Source: an optimization exercise on an open RTL-to-GDS flow (aim: small area, a short achievable clock period and few clock cycles). Production flows keep margins and buffers that such runs may drop.
In this exercise RTL edits were held to simulation tests only and were not proved equivalent to the original.

== raven ==
Design path_math, start of the top module:
module path_math
    (input [11:0] location,  
     input [11:0] target,  
     input [4:0] current_orientation,  
     input clock,
     input enable,
     input reset,
     output reg done,
     output [4:0] needed_orientation,  
     output [11:0] move_command);  
   wire [7:0] xm_l, ym_l, xm_t, ym_t;
   wire       xs_l, xs_t;
   ptc_mag ptc_l (.r_theta(location), .xm(xm_l), .ym(ym_l), .xs(xs_l));
   ptc_mag ptc_t (.r_theta(target),   .xm(xm_t), .ym(ym_t), .xs(xs_t));
   wire       xsame = (xs_t == xs_l);
   wire [8:0] ex_t = {1'b0, xm_t} + ({1'b0, xm_l} ^ {9{xsame}}) + {8'd0, xsame};
   wire [8:0] dy_t = {1'b0, ym_t} - {1'b0, ym_l};
   reg [8:0] ex, dy;
   reg       exneg, busy;
   always @(posedge clock) begin
      ex <= ex_t;
      dy <= dy_t;
      exneg <= xs_t;
      busy <= enable & ~reset;
   end
   wire       ex_nz = |ex;
   wire       dxneg = exneg ? ((ex_nz & ~ex[8]) | (ex == 9'h100)) : ex[8];
   wire       dyneg = dy[8];
   wire [1:0] quad = {dyneg, dxneg ^ dyneg};  
  ...
Size: about 1800 cells after synthesis, ~48 flip-flops, roughly 50 I/O pins, about 14000 um2 of cells after synthesis.
==> module path_math, before the edit <==
module path_math
    (input [11:0] location,  
     input [11:0] target,  
     input [4:0] current_orientation,  
     input clock,
     input enable,
     input reset,
     output reg done,
     output [4:0] needed_orientation,  
     output [11:0] move_command);  
   wire [7:0] xm_l, ym_l, xm_t, ym_t;
   wire       xs_l, xs_t;
   ptc_mag ptc_l (.r_theta(location), .xm(xm_l), .ym(ym_l), .xs(xs_l));
   ptc_mag ptc_t (.r_theta(target),   .xm(xm_t), .ym(ym_t), .xs(xs_t));
   wire       xsame = (xs_t == xs_l);
   wire [8:0] ex_t = {1'b0, xm_t} + ({1'b0, xm_l} ^ {9{xsame}}) + {8'd0, xsame};
   wire [8:0] dy_t = {1'b0, ym_t} - {1'b0, ym_l};
   reg [8:0] ex, dy;
   reg       exneg, busy;
   always @(posedge clock) begin
      ex <= ex_t;
      dy <= dy_t;
      exneg <= xs_t;
      busy <= enable & ~reset;
   end
   wire       ex_nz = |ex;
   wire       dxneg = exneg ? ((ex_nz & ~ex[8]) | (ex == 9'h100)) : ex[8];
   wire       dyneg = dy[8];
   wire [1:0] quad = {dyneg, dxneg ^ dyneg};  
   wire       sx = ex[8];
   wire       sy = dy[8];
   wire [7:0] ac = ex[7:0] ^ {8{sx}};
   wire [7:0] yc = dy[7:0] ^ {8{sy}};
   wire [7:0] y, a;
   pm_abs ab (.ac(ac), .sx(sx), .yc(yc), .sy(sy), .y(y), .a(a));
   wire ysmall = dy[8] ? (dy[7:0] >= 8'hFC) : (dy[7:0] <= 8'd4);
   wire asmall = ex[8] ? ((ex[7:0] >= 8'hFC) || (ex[7:0] == 8'h00)) : (ex[7:0] <= 8'd4);
   wire c12, c23, c34, c45;
   pm_compare cmp (.a(a), .y(y), .c12(c12), .c23(c23), .c34(c34), .c45(c45));
   wire       same = (location[11:8] == target[11:8]);
   wire [4:0] sum_s = {1'b0, location[11:8]} + ((target[7:0] >= location[7:0]) ? 5'd0 : 5'd12);
   wire [4:0] need_s_t = (sum_s >= 5'd24) ? sum_s - 5'd24 : sum_s;
   reg  [2:0] ba_s_t;
   always @(*) begin
      case (quad)
         2'd1: ba_s_t = 3'd4 - need_s_t[2:0];
         2'd2: ba_s_t = need_s_t[2:0] + 3'd4;
         2'd3: ba_s_t = 3'd0 - need_s_t[2:0];
         default: ba_s_t = need_s_t[2:0];
      endcase
   end
   wire use_a = same ? (ba_s_t == 3'd0 || ba_s_t == 3'd7) : ysmall;
   reg       r_c12, r_c23, r_c34, r_c45, r_ysmall, r_asmall, r_same;
   reg [1:0] r_quad;
   reg [4:0] need_s, cur;
   reg [7:0] ry;
   always @(posedge clock) begin
      if (reset) begin
         done <= 1'b0;
      end else if (busy) begin
         done <= 1'b1;
      end else if (enable) begin
         done <= 1'b0;
      end
      if (busy) begin
         r_c12 <= c12;
         r_c23 <= c23;
         r_c34 <= c34;
         r_c45 <= c45;
         r_ysmall <= ysmall;
         r_asmall <= asmall;
         r_same <= same;
         r_quad <= quad;
         need_s <= need_s_t;
         cur <= current_orientation;
         ry <= use_a ? a : y;
      end
   end
   wire is1 = ~r_c12 & ~r_c23 & ~r_c34 & ~r_c45;
   wire is5 = r_c12 & r_c23 & r_c34 & r_c45;
   wire is2 = ~is1 & ~is5 & ~r_c23 & ~r_c34;
   wire is4 = ~is1 & ~is5 & r_c23 & r_c34;
   wire [2:0] b = is1 ? 3'd1 : (is5 ? 3'd5 : (is2 ? 3'd2 : (is4 ? 3'd4 : 3'd3)));
   wire o_dyneg = r_quad[1];
   wire o_dxneg = r_quad[1] ^ r_quad[0];
   reg [4:0] need_n;
   always @(*) begin
      if (r_ysmall) need_n = o_dxneg ? 5'd12 : 5'd0;
      else if (r_asmall) need_n = o_dyneg ? 5'd18 : 5'd6;
      else case (r_quad)
         2'd1: need_n = 5'd12 - b;
         2'd2: need_n = 5'd12 + b;
         2'd3: need_n = 5'd24 - b;
         default: need_n = {2'b00, b};
      endcase
   end
   reg [2:0] ba_s;
   always @(*) begin
      case (r_quad)
         2'd1: ba_s = 3'd4 - need_s[2:0];
         2'd2: ba_s = need_s[2:0] + 3'd4;
         2'd3: ba_s = 3'd0 - need_s[2:0];
         default: ba_s = need_s[2:0];
      endcase
   end
   wire [4:0] need = r_same ? need_s : need_n;
   wire [2:0] ba = r_same ? ba_s : (r_ysmall ? 3'd0 : (r_asmall ? 3'd6 : b));
   wire [6:0] d1, d3, d4, d5;
   pm_distance dd (.y(ry), .d1(d1), .d3(d3), .d4(d4), .d5(d5));
   reg  [6:0]  dist_v;
   always @(*) begin
      case (ba)
         3'd1: dist_v = d1;
         3'd2: dist_v = 7'd0;
         3'd3: dist_v = d3;
         3'd4: dist_v = d4;
         3'd5: dist_v = d5;
         default: dist_v = ry[6:0];   
      endcase
   end
   wire [4:0] angle = need - cur + ((cur > need) ? 5'd24 : 5'd0);
   assign needed_orientation = need;
   assign move_command = {angle, dist_v};
endmodule
==> module ptc_mag, before the edit <==
module ptc_mag
    (input [11:0] r_theta,
     output reg [7:0] xm,
     output reg [7:0] ym,
     output xs);
   wire [7:0] r = r_theta[7:0];
   wire [3:0] t = r_theta[11:8];
   wire [6:0] m15;                    
   wire [7:0] m30 = {2'b00, r[7:2]};
   wire [7:0] m45, m60, m75;          
   pm_ptc_products pp (.r(r), .m15(m15), .m45(m45), .m60(m60), .m75(m75));
   wire [2:0] k = (t <= 4'd6) ? t[2:0] : ((t <= 4'd12) ? 3'd4 - t[2:0] : 3'd0);
   assign xs = (t >= 4'd7) && (t <= 4'd12);
   always @(*) begin
      case (k)
        3'd1: begin xm = m75; ym = {1'b0, m15}; end
        3'd2: begin xm = m60; ym = m30; end
        3'd3: begin xm = m45; ym = m45; end
        3'd4: begin xm = m30; ym = m60; end
        3'd5: begin xm = {1'b0, m15}; ym = m75; end
        3'd6: begin xm = 8'd0; ym = r; end
        default: begin xm = r; ym = 8'd0; end
      endcase
   end
endmodule
clock: 12.0 ns
lec_check: 0
cap_margin: 5
core_margin: 2
core_utilization: 40
setup_slack_margin: 5
slew_margin: 5
run.sh (not shown) runs the stock make flow with config.mk's settings and CLKGATE_MAP_FILE= SYNTH_SCRIPT=/design/flow/synth_recipe.tcl, a recipe that flattens the netlist after the stock synthesis.
Testbench counts of raven, summed over its fixed seeds: cycles 32,000.
Edits applied to the flow inputs when going from raven to fjord:
--- a/flow/design.v
+++ b/flow/design.v
@@ -375,10 +375,12 @@
    wire       xs_l, xs_t;
    ptc_mag ptc_l (.r_theta(location), .xm(xm_l), .ym(ym_l), .xs(xs_l));
    ptc_mag ptc_t (.r_theta(target),   .xm(xm_t), .ym(ym_t), .xs(xs_t));
    wire       xsame = (xs_t == xs_l);
-   wire [8:0] ex_t = {1'b0, xm_t} + ({1'b0, xm_l} ^ {9{xsame}}) + {8'd0, xsame};
-   wire [8:0] dy_t = {1'b0, ym_t} - {1'b0, ym_l};
+   wire [9:0] ex_s = {1'b0, xm_t, xsame} + {xsame, xm_l ^ {8{xsame}}, xsame};
+   wire [9:0] dy_s = {1'b0, ym_t, 1'b1} + {1'b1, ~ym_l, 1'b1};
+   wire [8:0] ex_t = ex_s[9:1];
+   wire [8:0] dy_t = dy_s[9:1];
    reg [8:0] ex, dy;
    reg       exneg, busy;
    always @(posedge clock) begin
       ex <= ex_t;
@@ -497,18 +499,18 @@
    wire [7:0] m45, m60, m75;          
    pm_ptc_products pp (.r(r), .m15(m15), .m45(m45), .m60(m60), .m75(m75));
    wire [2:0] k = (t <= 4'd6) ? t[2:0] : ((t <= 4'd12) ? 3'd4 - t[2:0] : 3'd0);
    assign xs = (t >= 4'd7) && (t <= 4'd12);
+   wire j1 = (k == 3'd1) | (k == 3'd5);
+   wire j2 = (k == 3'd2) | (k == 3'd4);
+   wire j3 = (k == 3'd3);
+   wire j0 = ~(j1 | j2 | j3);
+   wire [7:0] sm = ({8{j1}} & {1'b0, m15}) | ({8{j2}} & m30) | ({8{j3}} & m45);
+   wire [7:0] lg = ({8{j1}} & m75) | ({8{j2}} & m60) | ({8{j3}} & m45) | ({8{j0}} & r);
+   wire swap = (k >= 3'd4);
    always @(*) begin
-      case (k)
-        3'd1: begin xm = m75; ym = {1'b0, m15}; end
-        3'd2: begin xm = m60; ym = m30; end
-        3'd3: begin xm = m45; ym = m45; end
-        3'd4: begin xm = m30; ym = m60; end
-        3'd5: begin xm = {1'b0, m15}; ym = m75; end
-        3'd6: begin xm = 8'd0; ym = r; end
-        default: begin xm = r; ym = 8'd0; end
-      endcase
+      xm = swap ? sm : lg;
+      ym = swap ? lg : sm;
    end
 endmodule
 module pm_ptc_products
    (input [7:0] r,
Results
fjord finished end to end and its layout was clean on timing, DRC and antenna.
Comparing fjord against raven, there is no change at all in post-synthesis register bit count.
fjord vs. raven: number of rows created at floorplan lower; wire length of the first global-routing pass now sits lower; maximum frequency increased by about 0.5% relative to the old numbers; overall routed net length now smaller.
Total routing resource utilization after global routing: fjord lower than raven
Delta (fjord minus raven): mean area per synthesized cell moved up; share of the clock period used by the worst path after layout fell 0.30 points.
Testbench counts of fjord, summed over its fixed seeds: cycles 32,000.

separate check: timing with driven ports:
Ports are ideal in the flow. The routed layouts listed here were re-timed in OpenROAD. Step 1 sets driving cells, clkbuf_16 on the clock port and buf_2 on the other inputs (assumed; they add their load-dependent delay and slew). Step 2 moves the port delays by t, midway between the first and last clock arrival at a register: inputs arrive t later, outputs are due t later. That takes back most of the time a late clock gives input paths. Three values: ideal, step 1, step 2; two values: the first two.
| run | t, ns | setup WS [ns] | hold slack, ns | worst setup path at the end |
|---|---|---|---|---|
| raven | 0.324 | 5.106 / 5.124 / 4.800 | 0.503 / 0.503 / 0.503 | input to register |
| fjord | 0.337 | 5.143 / 5.132 / 4.832 | 0.477 / 0.477 / 0.477 | input to register |
After both steps every run listed still meets setup and hold. For fjord, which loses most, drivers alone change the setup slack by -0.011 ns; drivers and shift together by -0.311 ns.
